Context: an optimization exercise on an open-source flow, tuned for small area, a short achievable clock period and few clock cycles per item. The choices shown serve that exercise and are no tape-out recipe. Where RTL was checked, it was by simulation tests only, not by an equivalence proof against the original. Power figures rest on the tool's default switching activity, not on a simulated workload.

## COMP_Control
module COMP_Control(
    input clock,
    input rst,
    input start_trigger,
    input reset_act,
    input reset_data,
    input signed [15:0] K0,
    input signed [15:0] K1,
    input signed [15:0] K2,
    input signed [17:0] setPoint,
    input signed [17:0] data,
    output reg busy,
    output wire signed [15:0] COMP_output
    );
export LEC_CHECK = 0
export CAP_MARGIN = 20
export CORE_MARGIN = 2
export CORE_UTILIZATION = 40
export SLEW_MARGIN = 20
export SYNTH_HIERARCHICAL = 1
export SYNTH_MINIMUM_KEEP_SIZE = 0
create_clock -name core_clock -period 12.0 [get_ports {clock}]
standard.sh (not shown) runs the stock make flow with config.mk's settings and CLKGATE_MAP_FILE= SYNTH_SCRIPT=/design/flow/synth_recipe.tcl, a recipe that flattens the netlist after the stock synthesis.
==> flow/flow/run.sh <==
#!/bin/bash
# The standard layout (standard.sh: the standard flow's synthesis, floorplan, placement,
# CTS, routing) at the design's clock period and constraints, with two
# changes to how hard the resizer works:
#  - repair_timing aims for a setup slack of SETUP_MARGIN ns instead of 0,
#    so the critical paths get sized and buffered although the 12 ns clock
#    would already be met;
#  - the port buffers are buf_2 cells rather than the resizer's pick.
set -euo pipefail
cd "$(dirname "$0")/.."
SETUP_MARGIN=$(cat flow/setup_margin.txt)
bash standard.sh "SETUP_SLACK_MARGIN=$SETUP_MARGIN" \
  "BUFFER_PORTS_ARGS=-buffer_cell sky130_fd_sc_hd__buf_2" finish > standard_make.log 2>&1
==> flow/flow/setup_margin.txt <==
5.8
The starting point completed with no timing, DRC or antenna violations.
==> next run, changes <==
==> flow/flow/setup_margin.txt (replaced) <==
6.6
Outcome: Die area does not change; global-route usage rose by 0.35 points; cell count grows by 1.3%; flip-flop and latch count stays the same; clock skew climbs by 0.0049 ns; clock-buffer cell count increases by 3; non-clock buffer count climbs by 32.
==> next run, changes <==
==> flow/flow/setup_margin.txt (replaced) <==
6.2
Via count fell by about 2%.
Sequential cell count stays the same.
Total power fell by 2.2%.
Maximum frequency fell by about 2.4%.
Wire length fell by about 2.6%.
Count of clock-buffer cells in the layout fell by 3.
Register-to-register slack gets better by 0.03 ns.
==> next run, changes <==
==> flow/flow/setup_margin.txt (replaced) <==
7.0
Result: Die area is unchanged; design area grows by 6.3%; power grows by 5.5%; sequential cell count does not change; sequential power grows by about 1%; critical path depth stays the same; worst hold slack barely changes; synthesized area stays the same; non-clock buffer count grows by 33.
==> next run, changes <==
==> flow/flow/setup_margin.txt (replaced) <==
5.4
What happened:
- total power drops by 5.2%
- worst setup slack loses 0.20 ns
- die area stays the same
- sequential power is lower by about 1%
- final area falls by 5.9%
- via count came out lower by 2.9%
- final cell count falls by 1.4%
- register-to-register slack improved by 0.31 ns
- global-route usage drops by 1.3 points
No functional check of the RTL was part of any run of this note.

---

COMP_Control, a different RTL version from the one above (not shown whole).
For scale: roughly 1800 cells after synthesis, ~150 flip-flops, ~110 I/O pins.
// COMP_Control
module COMP_Control(
    input clock,
    input rst,
    input start_trigger,
    input reset_act,
    input reset_data,
    input signed [15:0] K0,
    input signed [15:0] K1,
    input signed [15:0] K2,
    input signed [17:0] setPoint,
    input signed [17:0] data,
    output reg busy,
    output wire signed [15:0] COMP_output
    );
Settings: LEC_CHECK=0, CAP_MARGIN=20, CORE_MARGIN=2, CORE_UTILIZATION=40, CTS_BUF_LIST=sky130_fd_sc_hd__clkbuf_8, CTS_CLUSTER_DIAMETER=80, CTS_CLUSTER_SIZE=40, SLEW_MARGIN=20, SYNTH_HIERARCHICAL=1, SYNTH_MINIMUM_KEEP_SIZE=0; clock period 12.0 ns.
==> flow/flow/setup_margin.txt <==
6.0
Scripts as last shown in full above: flow/flow/run.sh
Testbench counts at the start, summed over its fixed seeds: cycles 72,000, items 24,000.
==> next run, changes <==
==> flow/flow/setup_margin.txt (replaced) <==
6.8
Settings changed: CTS_CLUSTER_DIAMETER 80 to not set, CTS_CLUSTER_SIZE 40 to not set.
Outcome:
- The changed run finished clean
- non-clock buffer count climbs by 16
- wire length climbs by 3.9%
- worst setup slack gets better by 0.087 ns
- final cell count climbs by 0.75%
- synthesized area does not change
- total power climbs by 3.2%
- clock-buffer cell count does not change
- die area is unchanged
- final area climbs by 3.7%
==> next run, changes <==
==> flow/flow/setup_margin.txt (replaced) <==
6.0
Settings changed: CORE_UTILIZATION 40 to 55.
Final cell count went down by 6.6%. Wire length went down by 4.7%. Maximum frequency went down by 2.7%.
==> next run, changes <==
Settings changed: ABC_AREA set to 1, CORE_UTILIZATION 55 to 40.
Clock-buffer cell count stays the same.
Wire length climbs by about 2.3%.
Total power climbs by about 28%.
First-iteration DRC count climbs by 21%.
Utilization drops by 16 points.
Worst hold slack gains 0.019 ns.
Global-route usage drops by 8.1 points.
Register-to-register slack loses 0.39 ns.
Critical path depth climbs by 1.
Design area climbs by 0.59%.
Die area climbs by 36%.

---

== v51 ==
Starting RTL as in the previous note.
clock: 12.0 ns
lec_check: 0
cap_margin: 20
core_margin: 2
core_utilization: 40
cts_buf_list: sky130_fd_sc_hd__clkbuf_8
slew_margin: 20
synth_hierarchical: 1
synth_minimum_keep_size: 0
==> flow/flow/setup_margin.txt <==
6.6
Scripts as last shown in full above: flow/flow/run.sh
v51: done, clean on timing, DRC and antenna
Testbench counts of v51, summed over its fixed seeds: cycles 72,000, items 24,000.
The following lists how v33 was set up differently from v51:
==> flow/flow/setup_margin.txt <==
6.4
==> summary.txt <==
On area share of buffers outside the clock network, v51 and v33 are neck and neck.
Comparing the two runs side by side, v33 comes out behind v51 on maximum frequency.
Number of vias in the routed layout: lower on v33
~same number of placed instances with taps included in v51 and v33
The run showing the smaller setup slack after layout is v33.
Summary of v33 over v51: power per cell area went down, combinational group share of total power has decreased.
Total power (lower): v33
Relative to v51, the met2 wire length measured on v33 has decreased slightly.
## Diff of input files: v20 against v33
# v33
export LEC_CHECK = 0
export CAP_MARGIN = 20
export CORE_MARGIN = 2
export CORE_UTILIZATION = 40
export CTS_BUF_LIST = sky130_fd_sc_hd__clkbuf_8
export SLEW_MARGIN = 20
export SYNTH_HIERARCHICAL = 1
export SYNTH_MINIMUM_KEEP_SIZE = 0
create_clock -name core_clock -period 12.0 [get_ports {clock}]
# v20
export LEC_CHECK = 0
export CAP_MARGIN = 20
export CORE_MARGIN = 2
export CORE_UTILIZATION = 70
export CTS_BUF_LIST = sky130_fd_sc_hd__clkbuf_8
export SLEW_MARGIN = 20
export SYNTH_HIERARCHICAL = 1
export SYNTH_MINIMUM_KEEP_SIZE = 0
create_clock -name core_clock -period 12.0 [get_ports {clock}]
==> flow/flow/setup_margin.txt <==
6.0
## What came out
In v20 relative to v33, first-pass GRT wire length had gone down by a few percent. Taking v33 as the reference point, the worst-margin pin slew of v20 rises by 0.21 ns. The combinational share of power in v20 was higher than what v33 gave. From v33 to v20 the numbers moved as follows: iteration-0 DRC count of the detailed router saw an increase; number of cells in the design after placement decreased 10%. Looking at last element of the critical path, the COMP_output[12] result is from v20; the C[22] one comes from v33. Against v33, v20 comes in 1 higher on buffer and inverter count on the worst path. v33 has a higher number of standard cells in the layout, taps in and fillers out than v20. Compared with v33, v20 shows a worst max-slew margin expressed relative to the limit that is 14 points lower. v20 vs v33 on global-route usage: v20 is the higher one. Between v33 and v20, the difference in data-path buffer share of cell area in the final layout is negligible.
[inputs] v56 vs v20
# v20
export LEC_CHECK = 0
export CAP_MARGIN = 20
export CORE_MARGIN = 2
export CORE_UTILIZATION = 70
export CTS_BUF_LIST = sky130_fd_sc_hd__clkbuf_8
export SLEW_MARGIN = 20
export SYNTH_HIERARCHICAL = 1
export SYNTH_MINIMUM_KEEP_SIZE = 0
create_clock -name core_clock -period 12.0 [get_ports {clock}]
# v56
export LEC_CHECK = 0
export CAP_MARGIN = 20
export CORE_MARGIN = 2
export CORE_UTILIZATION = 40
export CTS_BUF_LIST = sky130_fd_sc_hd__clkbuf_8
export SLEW_MARGIN = 20
export SYNTH_HIERARCHICAL = 1
export SYNTH_MINIMUM_KEEP_SIZE = 0
create_clock -name core_clock -period 12.0 [get_ports {clock}]
==> comparison <==
v56: no failed stages, no open violations at the end
In v56 the static leakage turned out about 0.5% higher than in v20.
Measured against each other, v56 and v20 differ in clock skew, the lower figure coming from v20.
Number of antenna violations at the first check in global routing came out exactly the same in v56 and v20.
The gate count of the mapped netlist was comparable across v56 and v20.

-- separate check: timing with driven ports --
In the flow no input, the clock included, has a driving cell. The finished layouts below were timed again as built, in two steps.
Step 1 sets driving cells, clkbuf_16 on the clock port and buf_2 on the other inputs (assumed; they add their load-dependent delay and slew).
Step 2, shift: input delay + t, output delay - t, t = (earliest + latest rising clock arrival at the registers) / 2. This alone moves slack from input paths to output paths.
a / b / c = no drivers / after step 1 / after step 2; a / b = the first two.
run | shift t [ns] | setup WS [ns] | slew at the worst register clock pin (ns) | pins driven straight from the clock port
the first run of note 1 | 0.503 | 6.364 / 6.384 / 5.881 | 0.07 / 0.07 | 1
the second run of note 1 | 0.502 | 6.498 / 6.521 / 6.019 | 0.07 / 0.07 | 1
the third run of note 1 | 0.503 | 6.364 / 6.384 / 5.881 | 0.07 / 0.07 | 1
the fourth run of note 1 | 0.496 | 6.562 / 6.547 / 6.051 | 0.07 / 0.07 | 1
the fifth run of note 1 | 0.503 | 6.364 / 6.384 / 5.881 | 0.07 / 0.07 | 1
the first run of note 2 | 0.546 | 6.497 / 6.452 / 5.999 | 0.11 / 0.11 | 1
the second run of note 2 | 0.542 | 6.584 / 6.599 / 6.057 | 0.10 / 0.10 | 1
the third run of note 2 | 0.561 | 6.433 / 6.380 / 5.997 | 0.10 / 0.10 | 1
the fourth run of note 2 | 0.550 | 6.400 / 6.400 / 5.904 | 0.10 / 0.10 | 1
v51 | 0.540 | 6.604 / 6.631 / 6.091 | 0.10 / 0.10 | 1
v33 | 0.558 | 6.540 / 6.566 / 6.007 | 0.11 / 0.11 | 1
v20 | 0.524 | 6.344 / 6.296 / 5.954 | 0.10 / 0.10 | 1
v56 | 0.546 | 6.497 / 6.452 / 5.999 | 0.11 / 0.11 | 1
After both steps every run listed still meets setup and hold. The setup slack of v33, which loses most, moves by +0.026 ns with the drivers and by -0.533 ns with both steps.
